What follows belongs to an exercise in optimizing a design on an open flow for small area, a short achievable clock period and few clock cycles per item; a production flow would make more cautious choices.
RTL that was checked went through simulation tests only; none was proved equivalent to the original.

==> run a: inputs <==
## Calu_Covariance_Top
module Calu_Covariance_Top #(
    parameter N           = 4,
    parameter DATA_WIDTH  = 16,
    parameter ACC_WIDTH   = 32,
    parameter SAMPLES_NUM = 128,
    parameter DONE_WAIT_CYCLES = 10
)(
    input  wire                       iclk,
    input  wire                       irst_n,
    input  wire                       istart,
    input  wire                       idata_valid,
    input  wire [N*DATA_WIDTH-1:0]    idata_i,
    input  wire [N*DATA_WIDTH-1:0]    idata_q,
    output wire [N*ACC_WIDTH-1:0]           oresult_diag,
    output wire [(N*(N-1)/2)*ACC_WIDTH-1:0] oresult_upper_q,
    output wire [(N*(N-1)/2)*ACC_WIDTH-1:0] oresult_upper_i,
    output wire                       oresult_valid,
    output wire                       ocalu_done
);
export LEC_CHECK = 0
export CAP_MARGIN = 20
export CORE_MARGIN = 2
export CORE_UTILIZATION = 66
export CTS_CLUSTER_DIAMETER = 120
export CTS_CLUSTER_SIZE = 20
export PLACE_DENSITY = 0.74
export SLEW_MARGIN = 20
export SYNTH_HIERARCHICAL = 1
create_clock -name core_clock -period 9.0 [get_ports {iclk}]
standard.sh (not shown) runs the stock make flow with config.mk's settings and CLKGATE_MAP_FILE= SYNTH_SCRIPT=/design/flow/synth_recipe.tcl, a recipe that flattens the netlist after the stock synthesis.
==> flow/flow/run.sh <==
#!/bin/bash
# Own layout flow: the standard layout (standard.sh, unchanged synthesis,
# floorplan, power grid, placement, CTS and routing), run with extra make
# settings on the command line:
#   SETUP_SLACK_MARGIN   timing repair aims for this much setup slack
#   BUFFER_PORTS_ARGS    port buffers are buf_4 cells, not delay buffers
#   MATCH_CELL_FOOTPRINT repair may swap a cell for any cell of the same function
#   MAX_REPAIR_ANTENNAS_ITER_* more antenna-repair rounds after routing
# The clock period and constraints are the standard flow's (constraint.sdc).
# make's full output goes to flow_make.log in this folder; ORFS's per-step
# logs stay under orfs/logs/.
set -euo pipefail
EXTRA="SETUP_SLACK_MARGIN=${FLOW_SETUP_MARGIN:-5.5} 'BUFFER_PORTS_ARGS=-buffer_cell sky130_fd_sc_hd__buf_4' MATCH_CELL_FOOTPRINT=0 MAX_REPAIR_ANTENNAS_ITER_DRT=20 MAX_REPAIR_ANTENNAS_ITER_GRT=20"
sed "s|CLKGATE_MAP_FILE= |CLKGATE_MAP_FILE= ${EXTRA} |" standard.sh > flow_standard.sh
grep -q "SETUP_SLACK_MARGIN=" flow_standard.sh
bash flow_standard.sh > flow_make.log 2>&1
test -s out/final.def
==> run b: changes against run a <==
CORE_UTILIZATION = 60   (was 66)
GPL_ROUTABILITY_DRIVEN = 0   (was default)
PLACE_DENSITY = 0.68   (was 0.74)
==> notes.md <==
Register-to-register slack: run b is higher than run a (0.05 ns).
Against run b, the global-route usage of run a is higher by 3.4 points.
In run b the cell count is larger than in run a, by 2.7%.
Of run b and run a, run b has the higher setup slack (gap 0.046 ns).
Design area: run a is lower than run b (1.3%).
In sequential cell count, run a and run b do not differ.
==> figures <==
item                                                      run a                run b
Cell row count                                              212                  222
Worst setup skew after layout                         0.0687 ns            0.0920 ns
Via count of the first global-routing pass              155,000              154,000
Data required time at the worst endpoint                9.76 ns              9.84 ns
Result of the run                      timing/DRC/antenna clean  timing/DRC/antenna clean
Number of clock buffers in the layout                       174                  178
Detailed-routed wire length on met2             300,000 microns      306,000 microns
Post-layout util                                          70.9%                65.3%
First-pass GRT wire length                    1,030,000 microns    1,040,000 microns
Total Die Area                                      0.339 sq mm          0.373 sq mm
Number of nets in the layout                             25,000               25,300
Start point of the critical path            u_d1.dm[25]$_DFF_P_  u_d2.dm[21]$_DFF_P_
Global-route met2 utilization                             57.9%                53.5%
Testbench counts of run a, summed over its fixed seeds: cycles 18,352, frames 128.
Testbench counts of run b, summed over its fixed seeds: cycles 18,352, frames 128.

==> inputs of 07-12 <==
Another version of the RTL of Calu_Covariance_Top (not shown whole).
Settings: LEC_CHECK=0, CAP_MARGIN=20, CORE_MARGIN=2, CORE_UTILIZATION=60, CTS_CLUSTER_DIAMETER=120, CTS_CLUSTER_SIZE=20, PLACE_DENSITY=0.68, SLEW_MARGIN=20, SYNTH_HIERARCHICAL=1; clock period 9.0 ns.
Scripts as last shown in full above: flow/flow/run.sh
==> 03-09 (differences from 07-12) <==
--- a/flow/design.v
+++ b/flow/design.v
@@ -278,11 +278,11 @@
     cov_fa f28 (.a(~(xin[2] | xin[6])), .b(~(xin[3] | xin[5])), .c(tc19), .s(ts28), .co(tc28));
     cov_fa f29 (.a(tc20), .b(tc21), .c(ts26), .s(ts29), .co(tc29));
     cov_fa f30 (.a(ts27), .b(ts28), .c(tc22), .s(ts30), .co(tc30));
     cov_fa f31 (.a(tc23), .b(ts29), .c(ts30), .s(ts31), .co(tc31));
     cov_ha h32 (.a(tc24), .b(ts31), .s(ts32), .co(tc32));
-    cov_fx f33 (.a(~xqn[5]), .b(~xin[5]), .c(~(xqn[0] | xqn[9])), .s(ts33), .co(tc33));
+    cov_fa f33 (.a(~xqn[5]), .b(~xin[5]), .c(~(xqn[0] | xqn[9])), .s(ts33), .co(tc33));
     cov_fa f34 (.a(~(xqn[1] | xqn[8])), .b(~(xqn[2] | xqn[7])), .c(~(xqn[3] | xqn[6])), .s(ts34), .co(tc34));
     cov_fa f35 (.a(~(xqn[4] | xqn[5])), .b(~(xin[0] | xin[9])), .c(~(xin[1] | xin[8])), .s(ts35), .co(tc35));
     cov_fa f36 (.a(~(xin[2] | xin[7])), .b(~(xin[3] | xin[6])), .c(~(xin[4] | xin[5])), .s(ts36), .co(tc36));
     cov_fa f37 (.a(tc26), .b(tc27), .c(ts33), .s(ts37), .co(tc37));
     cov_fa f38 (.a(ts34), .b(ts35), .c(ts36), .s(ts38), .co(tc38));
@@ -304,46 +304,46 @@
     cov_fx f54 (.a(~(xin[1] | xin[10])), .b(~(xin[2] | xin[9])), .c(~(xin[3] | xin[8])), .s(ts54), .co(tc54));
     cov_fa f55 (.a(~(xin[4] | xin[7])), .b(~(xin[5] | xin[6])), .c(tc42), .s(ts55), .co(tc55));
     cov_fa f56 (.a(tc43), .b(tc44), .c(ts51), .s(ts56), .co(tc56));
     cov_fa f57 (.a(ts52), .b(ts53), .c(ts54), .s(ts57), .co(tc57));
     cov_fa f58 (.a(ts55), .b(tc45), .c(tc46), .s(ts58), .co(tc58));
-    cov_fa f59 (.a(ts56), .b(ts57), .c(tc47), .s(ts59), .co(tc59));
+    cov_fm f59 (.a(ts56), .b(ts57), .c(tc47), .s(ts59), .co(tc59));
     cov_fa f60 (.a(tc48), .b(ts58), .c(ts59), .s(ts60), .co(tc60));
     cov_ha h61 (.a(tc49), .b(ts60), .s(ts61), .co(tc61));
-    cov_fa f62 (.a(~(xqn[0] | xqn[12])), .b(~(xqn[1] | xqn[11])), .c(~(xqn[2] | xqn[10])), .s(ts62), .co(tc62));
-    cov_fa f63 (.a(~(xqn[3] | xqn[9])), .b(~(xqn[4] | xqn[8])), .c(~(xqn[5] | xqn[7])), .s(ts63), .co(tc63));
+    cov_fx f62 (.a(~(xqn[0] | xqn[12])), .b(~(xqn[1] | xqn[11])), .c(~(xqn[2] | xqn[10])), .s(ts62), .co(tc62));
+    cov_fx f63 (.a(~(xqn[3] | xqn[9])), .b(~(xqn[4] | xqn[8])), .c(~(xqn[5] | xqn[7])), .s(ts63), .co(tc63));
     cov_fa f64 (.a(~(xin[0] | xin[12])), .b(~(xin[1] | xin[11])), .c(~(xin[2] | xin[10])), .s(ts64), .co(tc64));
     cov_fa f65 (.a(~(xin[3] | xin[9])), .b(~(xin[4] | xin[8])), .c(~(xin[5] | xin[7])), .s(ts65), .co(tc65));
     cov_fa f66 (.a(tc51), .b(tc52), .c(tc53), .s(ts66), .co(tc66));
     cov_fa f67 (.a(tc54), .b(ts62), .c(ts63), .s(ts67), .co(tc67));
     cov_fm f68 (.a(ts64), .b(ts65), .c(tc55), .s(ts68), .co(tc68));
-    cov_fa f69 (.a(tc56), .b(tc57), .c(ts66), .s(ts69), .co(tc69));
+    cov_fx f69 (.a(tc56), .b(tc57), .c(ts66), .s(ts69), .co(tc69));
     cov_fm f70 (.a(ts67), .b(ts68), .c(tc58), .s(ts70), .co(tc70));
     cov_fa f71 (.a(ts69), .b(tc59), .c(ts70), .s(ts71), .co(tc71));
     cov_ha h72 (.a(tc60), .b(ts71), .s(ts72), .co(tc72));
     cov_fx f73 (.a(~xqn[7]), .b(~xin[7]), .c(~(xqn[0] | xqn[13])), .s(ts73), .co(tc73));
     cov_fx f74 (.a(~(xqn[1] | xqn[12])), .b(~(xqn[2] | xqn[11])), .c(~(xqn[3] | xqn[10])), .s(ts74), .co(tc74));
     cov_fx f75 (.a(~(xqn[4] | xqn[9])), .b(~(xqn[5] | xqn[8])), .c(~(xqn[6] | xqn[7])), .s(ts75), .co(tc75));
-    cov_fa f76 (.a(~(xin[0] | xin[13])), .b(~(xin[1] | xin[12])), .c(~(xin[2] | xin[11])), .s(ts76), .co(tc76));
+    cov_fx f76 (.a(~(xin[0] | xin[13])), .b(~(xin[1] | xin[12])), .c(~(xin[2] | xin[11])), .s(ts76), .co(tc76));
     cov_fa f77 (.a(~(xin[3] | xin[10])), .b(~(xin[4] | xin[9])), .c(~(xin[5] | xin[8])), .s(ts77), .co(tc77));
-    cov_fa f78 (.a(~(xin[6] | xin[7])), .b(tc62), .c(tc63), .s(ts78), .co(tc78));
-    cov_fa f79 (.a(tc64), .b(tc65), .c(ts73), .s(ts79), .co(tc79));
+    cov_fx f78 (.a(~(xin[6] | xin[7])), .b(tc62), .c(tc63), .s(ts78), .co(tc78));
+    cov_fx f79 (.a(tc64), .b(tc65), .c(ts73), .s(ts79), .co(tc79));
     cov_fx f80 (.a(ts74), .b(ts75), .c(ts76), .s(ts80), .co(tc80));
     cov_fx f81 (.a(ts77), .b(tc66), .c(tc67), .s(ts81), .co(tc81));
     cov_fa f82 (.a(ts78), .b(ts79), .c(ts80), .s(ts82), .co(tc82));
-    cov_fa f83 (.a(tc68), .b(tc69), .c(ts81), .s(ts83), .co(tc83));
+    cov_fx f83 (.a(tc68), .b(tc69), .c(ts81), .s(ts83), .co(tc83));
     cov_fa f84 (.a(ts82), .b(tc70), .c(ts83), .s(ts84), .co(tc84));
     cov_ha h85 (.a(tc71), .b(ts84), .s(ts85), .co(tc85));
-    cov_fa f86 (.a(~xqn[8]), .b(~xqn[15]), .c(~xqn[8]), .s(ts86), .co(tc86));
-    cov_fa f87 (.a(~xqn[15]), .b(~(xqn[0] | xqn[14])), .c(~(xqn[1] | xqn[13])), .s(ts87), .co(tc87));
-    cov_fa f88 (.a(~(xqn[2] | xqn[12])), .b(~(xqn[3] | xqn[11])), .c(~(xqn[4] | xqn[10])), .s(ts88), .co(tc88));
-    cov_fa f89 (.a(~(xqn[5] | xqn[9])), .b(~(xqn[6] | xqn[8])), .c(~(xin[0] | xin[14])), .s(ts89), .co(tc89));
-    cov_fa f90 (.a(~(xin[1] | xin[13])), .b(~(xin[2] | xin[12])), .c(~(xin[3] | xin[11])), .s(ts90), .co(tc90));
+    cov_fx f86 (.a(~xqn[8]), .b(~xqn[15]), .c(~xqn[8]), .s(ts86), .co(tc86));
+    cov_fx f87 (.a(~xqn[15]), .b(~(xqn[0] | xqn[14])), .c(~(xqn[1] | xqn[13])), .s(ts87), .co(tc87));
+    cov_fx f88 (.a(~(xqn[2] | xqn[12])), .b(~(xqn[3] | xqn[11])), .c(~(xqn[4] | xqn[10])), .s(ts88), .co(tc88));
+    cov_fx f89 (.a(~(xqn[5] | xqn[9])), .b(~(xqn[6] | xqn[8])), .c(~(xin[0] | xin[14])), .s(ts89), .co(tc89));
+    cov_fx f90 (.a(~(xin[1] | xin[13])), .b(~(xin[2] | xin[12])), .c(~(xin[3] | xin[11])), .s(ts90), .co(tc90));
     cov_fa f91 (.a(~(xin[4] | xin[10])), .b(~(xin[5] | xin[9])), .c(~(xin[6] | xin[8])), .s(ts91), .co(tc91));
     cov_fa f92 (.a(tc73), .b(tc74), .c(tc75), .s(ts92), .co(tc92));
-    cov_fa f93 (.a(tc76), .b(tc77), .c(ts86), .s(ts93), .co(tc93));
-    cov_fa f94 (.a(ts87), .b(ts88), .c(ts89), .s(ts94), .co(tc94));
+    cov_fx f93 (.a(tc76), .b(tc77), .c(ts86), .s(ts93), .co(tc93));
+    cov_fx f94 (.a(ts87), .b(ts88), .c(ts89), .s(ts94), .co(tc94));
     cov_fm f95 (.a(ts90), .b(ts91), .c(tc78), .s(ts95), .co(tc95));
     cov_fx f96 (.a(tc79), .b(tc80), .c(ts92), .s(ts96), .co(tc96));
     cov_fa f97 (.a(ts93), .b(ts94), .c(ts95), .s(ts97), .co(tc97));
     cov_fx f98 (.a(tc81), .b(ts96), .c(tc82), .s(ts98), .co(tc98));
     cov_fa f99 (.a(ts97), .b(tc83), .c(ts98), .s(ts99), .co(tc99));
@@ -352,30 +352,30 @@
     cov_fa f102 (.a(~(xqn[2] | xqn[13])), .b(~(xqn[3] | xqn[12])), .c(~(xqn[4] | xqn[11])), .s(ts102), .co(tc102));
     cov_fa f103 (.a(~(xqn[5] | xqn[10])), .b(~(xqn[6] | xqn[9])), .c(~(xqn[7] | xqn[8])), .s(ts103), .co(tc103));
     cov_fa f104 (.a(~(xin[1] | xin[14])), .b(~(xin[2] | xin[13])), .c(~(xin[3] | xin[12])), .s(ts104), .co(tc104));
     cov_fa f105 (.a(~(xin[4] | xin[11])), .b(~(xin[5] | xin[10])), .c(~(xin[6] | xin[9])), .s(ts105), .co(tc105));
     cov_fa f106 (.a(~(xin[7] | xin[8])), .b((xqn[0] & ~xqn[15])), .c((xin[0] & ~xin[15])), .s(ts106), .co(tc106));
-    cov_fa f107 (.a(tc86), .b(tc87), .c(tc88), .s(ts107), .co(tc107));
-    cov_fa f108 (.a(tc89), .b(tc90), .c(tc91), .s(ts108), .co(tc108));
-    cov_fa f109 (.a(ts101), .b(ts102), .c(ts103), .s(ts109), .co(tc109));
+    cov_fx f107 (.a(tc86), .b(tc87), .c(tc88), .s(ts107), .co(tc107));
+    cov_fx f108 (.a(tc89), .b(tc90), .c(tc91), .s(ts108), .co(tc108));
+    cov_fx f109 (.a(ts101), .b(ts102), .c(ts103), .s(ts109), .co(tc109));
     cov_fa f110 (.a(ts104), .b(ts105), .c(ts106), .s(ts110), .co(tc110));
     cov_fx f111 (.a(tc92), .b(tc93), .c(tc94), .s(ts111), .co(tc111));
     cov_fx f112 (.a(ts107), .b(ts108), .c(ts109), .s(ts112), .co(tc112));
-    cov_fa f113 (.a(ts110), .b(tc95), .c(tc96), .s(ts113), .co(tc113));
+    cov_fm f113 (.a(ts110), .b(tc95), .c(tc96), .s(ts113), .co(tc113));
     cov_fx f114 (.a(ts111), .b(ts112), .c(tc97), .s(ts114), .co(tc114));
     cov_fx f115 (.a(ts113), .b(tc98), .c(ts114), .s(ts115), .co(tc115));
     cov_ha h116 (.a(tc99), .b(ts115), .s(ts116), .co(tc116));
-    cov_fx f117 (.a(~(xqn[2] | xqn[14])), .b(~(xqn[3] | xqn[13])), .c(~(xqn[4] | xqn[12])), .s(ts117), .co(tc117));
-    cov_fx f118 (.a(~(xqn[5] | xqn[11])), .b(~(xqn[6] | xqn[10])), .c(~(xqn[7] | xqn[9])), .s(ts118), .co(tc118));
+    cov_fa f117 (.a(~(xqn[2] | xqn[14])), .b(~(xqn[3] | xqn[13])), .c(~(xqn[4] | xqn[12])), .s(ts117), .co(tc117));
+    cov_fa f118 (.a(~(xqn[5] | xqn[11])), .b(~(xqn[6] | xqn[10])), .c(~(xqn[7] | xqn[9])), .s(ts118), .co(tc118));
     cov_fa f119 (.a(~(xin[2] | xin[14])), .b(~(xin[3] | xin[13])), .c(~(xin[4] | xin[12])), .s(ts119), .co(tc119));
     cov_fa f120 (.a(~(xin[5] | xin[11])), .b(~(xin[6] | xin[10])), .c(~(xin[7] | xin[9])), .s(ts120), .co(tc120));
     cov_fm f121 (.a((xqn[1] & ~xqn[15])), .b((xin[1] & ~xin[15])), .c(tc101), .s(ts121), .co(tc121));
-    cov_fa f122 (.a(tc102), .b(tc103), .c(tc104), .s(ts122), .co(tc122));
-    cov_fa f123 (.a(tc105), .b(tc106), .c(ts117), .s(ts123), .co(tc123));
+    cov_fx f122 (.a(tc102), .b(tc103), .c(tc104), .s(ts122), .co(tc122));
+    cov_fx f123 (.a(tc105), .b(tc106), .c(ts117), .s(ts123), .co(tc123));
     cov_fx f124 (.a(ts118), .b(ts119), .c(ts120), .s(ts124), .co(tc124));
     cov_fa f125 (.a(ts121), .b(tc107), .c(tc108), .s(ts125), .co(tc125));
-    cov_fa f126 (.a(tc109), .b(ts122), .c(tc110), .s(ts126), .co(tc126));
+    cov_fx f126 (.a(tc109), .b(ts122), .c(tc110), .s(ts126), .co(tc126));
     cov_fm f127 (.a(ts123), .b(ts124), .c(tc111), .s(ts127), .co(tc127));
     cov_fx f128 (.a(ts125), .b(ts126), .c(tc112), .s(ts128), .co(tc128));
     cov_fm f129 (.a(ts127), .b(tc113), .c(ts128), .s(ts129), .co(tc129));
     cov_fx f130 (.a(tc114), .b(ts129), .c(tc115), .s(ts130), .co(tc130));
     cov_fa f131 (.a(~xqn[9]), .b(~xin[9]), .c(~(xqn[3] | xqn[14])), .s(ts131), .co(tc131));
@@ -385,13 +385,13 @@
     cov_fa f135 (.a(~(xin[7] | xin[10])), .b(~(xin[8] | xin[9])), .c((xqn[2] & ~xqn[15])), .s(ts135), .co(tc135));
     cov_fa f136 (.a((xin[2] & ~xin[15])), .b(tc117), .c(tc118), .s(ts136), .co(tc136));
     cov_fa f137 (.a(tc119), .b(tc120), .c(ts131), .s(ts137), .co(tc137));
     cov_fa f138 (.a(ts132), .b(ts133), .c(ts134), .s(ts138), .co(tc138));
     cov_fm f139 (.a(ts135), .b(tc121), .c(tc122), .s(ts139), .co(tc139));
-    cov_fa f140 (.a(tc123), .b(tc124), .c(ts136), .s(ts140), .co(tc140));
-    cov_fa f141 (.a(ts137), .b(ts138), .c(ts139), .s(ts141), .co(tc141));
-    cov_fa f142 (.a(tc125), .b(tc126), .c(ts140), .s(ts142), .co(tc142));
+    cov_fx f140 (.a(tc123), .b(tc124), .c(ts136), .s(ts140), .co(tc140));
+    cov_fm f141 (.a(ts137), .b(ts138), .c(ts139), .s(ts141), .co(tc141));
+    cov_fx f142 (.a(tc125), .b(tc126), .c(ts140), .s(ts142), .co(tc142));
     cov_fm f143 (.a(ts141), .b(tc127), .c(tc128), .s(ts143), .co(tc143));
     cov_fm f144 (.a(ts142), .b(ts143), .c(tc129), .s(ts144), .co(tc144));
     cov_fx f145 (.a(~(xqn[4] | xqn[14])), .b(~(xqn[5] | xqn[13])), .c(~(xqn[6] | xqn[12])), .s(ts145), .co(tc145));
     cov_fa f146 (.a(~(xqn[7] | xqn[11])), .b(~(xqn[8] | xqn[10])), .c(~(xin[4] | xin[14])), .s(ts146), .co(tc146));
     cov_fa f147 (.a(~(xin[5] | xin[13])), .b(~(xin[6] | xin[12])), .c(~(xin[7] | xin[11])), .s(ts147), .co(tc147));
@@ -401,43 +401,43 @@
     cov_fa f151 (.a(ts146), .b(ts147), .c(ts148), .s(ts151), .co(tc151));
     cov_fa f152 (.a(tc136), .b(tc137), .c(tc138), .s(ts152), .co(tc152));
     cov_fa f153 (.a(ts149), .b(ts150), .c(ts151), .s(ts153), .co(tc153));
     cov_fa f154 (.a(tc139), .b(tc140), .c(ts152), .s(ts154), .co(tc154));
     cov_fm f155 (.a(ts153), .b(tc141), .c(tc142), .s(ts155), .co(tc155));
-    cov_fx f156 (.a(ts154), .b(ts155), .c(tc143), .s(ts156), .co(tc156));
+    cov_fa f156 (.a(ts154), .b(ts155), .c(tc143), .s(ts156), .co(tc156));
     cov_fa f157 (.a(~xqn[10]), .b(~xin[10]), .c(~(xqn[5] | xqn[14])), .s(ts157), .co(tc157));
     cov_fa f158 (.a(~(xqn[6] | xqn[13])), .b(~(xqn[7] | xqn[12])), .c(~(xqn[8] | xqn[11])), .s(ts158), .co(tc158));
     cov_fa f159 (.a(~(xqn[9] | xqn[10])), .b(~(xin[5] | xin[14])), .c(~(xin[6] | xin[13])), .s(ts159), .co(tc159));
     cov_fa f160 (.a(~(xin[7] | xin[12])), .b(~(xin[8] | xin[11])), .c(~(xin[9] | xin[10])), .s(ts160), .co(tc160));
     cov_fm f161 (.a((xqn[4] & ~xqn[15])), .b((xin[4] & ~xin[15])), .c(tc145), .s(ts161), .co(tc161));
     cov_fa f162 (.a(tc146), .b(tc147), .c(ts157), .s(ts162), .co(tc162));
     cov_fa f163 (.a(tc148), .b(ts158), .c(ts159), .s(ts163), .co(tc163));
     cov_fm f164 (.a(ts160), .b(ts161), .c(tc149), .s(ts164), .co(tc164));
     cov_fa f165 (.a(tc150), .b(ts162), .c(tc151), .s(ts165), .co(tc165));
-    cov_fa f166 (.a(ts163), .b(ts164), .c(tc152), .s(ts166), .co(tc166));
+    cov_fm f166 (.a(ts163), .b(ts164), .c(tc152), .s(ts166), .co(tc166));
     cov_fm f167 (.a(ts165), .b(tc153), .c(ts166), .s(ts167), .co(tc167));
     cov_fa f168 (.a(tc154), .b(ts167), .c(tc155), .s(ts168), .co(tc168));
     cov_fa f169 (.a(~(xqn[6] | xqn[14])), .b(~(xqn[7] | xqn[13])), .c(~(xqn[8] | xqn[12])), .s(ts169), .co(tc169));
     cov_fa f170 (.a(~(xqn[9] | xqn[11])), .b(~(xin[6] | xin[14])), .c(~(xin[7] | xin[13])), .s(ts170), .co(tc170));
     cov_fa f171 (.a(~(xin[8] | xin[12])), .b(~(xin[9] | xin[11])), .c((xqn[5] & ~xqn[15])), .s(ts171), .co(tc171));
     cov_fa f172 (.a((xin[5] & ~xin[15])), .b(tc157), .c(tc158), .s(ts172), .co(tc172));
     cov_fa f173 (.a(tc159), .b(tc160), .c(ts169), .s(ts173), .co(tc173));
     cov_fa f174 (.a(ts170), .b(ts171), .c(tc161), .s(ts174), .co(tc174));
     cov_fa f175 (.a(tc162), .b(tc163), .c(ts172), .s(ts175), .co(tc175));
     cov_fa f176 (.a(ts173), .b(ts174), .c(tc164), .s(ts176), .co(tc176));
-    cov_fa f177 (.a(tc165), .b(ts175), .c(ts176), .s(ts177), .co(tc177));
-    cov_fx f178 (.a(tc166), .b(ts177), .c(tc167), .s(ts178), .co(tc178));
+    cov_fx f177 (.a(tc165), .b(ts175), .c(ts176), .s(ts177), .co(tc177));
+    cov_fa f178 (.a(tc166), .b(ts177), .c(tc167), .s(ts178), .co(tc178));
     cov_fa f179 (.a(~xqn[11]), .b(~xin[11]), .c(~(xqn[7] | xqn[14])), .s(ts179), .co(tc179));
     cov_fa f180 (.a(~(xqn[8] | xqn[13])), .b(~(xqn[9] | xqn[12])), .c(~(xqn[10] | xqn[11])), .s(ts180), .co(tc180));
     cov_fa f181 (.a(~(xin[7] | xin[14])), .b(~(xin[8] | xin[13])), .c(~(xin[9] | xin[12])), .s(ts181), .co(tc181));
     cov_fa f182 (.a(~(xin[10] | xin[11])), .b((xqn[6] & ~xqn[15])), .c((xin[6] & ~xin[15])), .s(ts182), .co(tc182));
     cov_fa f183 (.a(tc169), .b(tc170), .c(ts179), .s(ts183), .co(tc183));
     cov_fa f184 (.a(tc171), .b(ts180), .c(ts181), .s(ts184), .co(tc184));
     cov_fa f185 (.a(ts182), .b(tc172), .c(tc173), .s(ts185), .co(tc185));
     cov_fa f186 (.a(ts183), .b(ts184), .c(tc174), .s(ts186), .co(tc186));
-    cov_fa f187 (.a(tc175), .b(ts185), .c(ts186), .s(ts187), .co(tc187));
-    cov_fa f188 (.a(tc176), .b(ts187), .c(tc177), .s(ts188), .co(tc188));
+    cov_fx f187 (.a(tc175), .b(ts185), .c(ts186), .s(ts187), .co(tc187));
+    cov_fx f188 (.a(tc176), .b(ts187), .c(tc177), .s(ts188), .co(tc188));
     cov_fa f189 (.a(~(xqn[8] | xqn[14])), .b(~(xqn[9] | xqn[13])), .c(~(xqn[10] | xqn[12])), .s(ts189), .co(tc189));
     cov_fa f190 (.a(~(xin[8] | xin[14])), .b(~(xin[9] | xin[13])), .c(~(xin[10] | xin[12])), .s(ts190), .co(tc190));
     cov_fa f191 (.a((xqn[7] & ~xqn[15])), .b((xin[7] & ~xin[15])), .c(tc179), .s(ts191), .co(tc191));
     cov_fa f192 (.a(tc180), .b(tc181), .c(tc182), .s(ts192), .co(tc192));
     cov_fa f193 (.a(ts189), .b(ts190), .c(ts191), .s(ts193), .co(tc193));
- CTS_CLUSTER_DIAMETER: 120 -> 150
==> results by group <==
Cells and area
  • N_diodes: 392
  • Final Non-Filler Cells: 26100
  • Share of cells above drive strength 1: 17.5%
  • Register area: 50800 um2
  • #MultiIn Comb: 15800

Setup path
  • Crit-path most repeated cell: fa_1

CTS
  • CTS Buf Count: 149

Run status
  • Status: complete, no violations

Route
  • Met2 Routed Length: 304000 um
  • DRT iter0 DRCs: 15600
  • Vias: 155000

Global routing
  • M1 GR Usage: 48.2%

Placement
  • Post-placement cell count: 24700
# the run above: 07-12

==> results by group <==
Cells and area
  • Share of cells above drive strength 1: 16.8%
  • Final Non-Filler Cells: 26200
  • #MultiIn Comb: 16000
  • Register area: 50600 um2

Route
  • DRT iter0 DRCs: between 10000 and 15000
  • Met2 Routed Length: 309000 um
  • Vias: 155000

Run status
  • Status: complete, no violations

Placement
  • Post-placement cell count: 24900

Global routing
  • M1 GR Usage: 47.3%

CTS
  • CTS Buf Count: about 140

Floorplanning
  • Starting density of the core: 60.3%
# the run above: 03-09

Testbench counts of 03-09, summed over its fixed seeds: cycles 18,352, frames 128.
Function not checked in 07-12: the RTL went through the layout flow alone.

static timing again, ports no longer ideal:
The results above use ideal ports. As a check the final layouts listed here were re-extracted and re-timed, cells and wires unchanged. Step 1 assumes that a clkbuf_16 drives the clock port and a buf_2 every other input. Step 2 times the ports against the registers' clock, not the clock port: input delays grow and output delays shrink by t, the midpoint of the rising clock arrivals with the driver on. a / b / c = ideal ports / drivers / drivers and shift; a / b = the first two.
run | t (ns) | setup slack, ns | worst setup path at the end | pins driven straight from the clock port
run a | 1.053 | 5.356 / 5.356 / 5.099 | input to register | 1
run b | 1.050 | 5.402 / 5.374 / 5.076 | input to register | 1
07-12 | 1.042 | 5.435 / 5.393 / 4.895 | input to register | 1
03-09 | 1.056 | 5.383 / 5.383 / 5.005 | input to register | 1
After both steps setup and hold are still met in every run listed. For 07-12, which loses most, drivers alone change the setup slack by -0.042 ns; drivers and shift together by -0.540 ns.
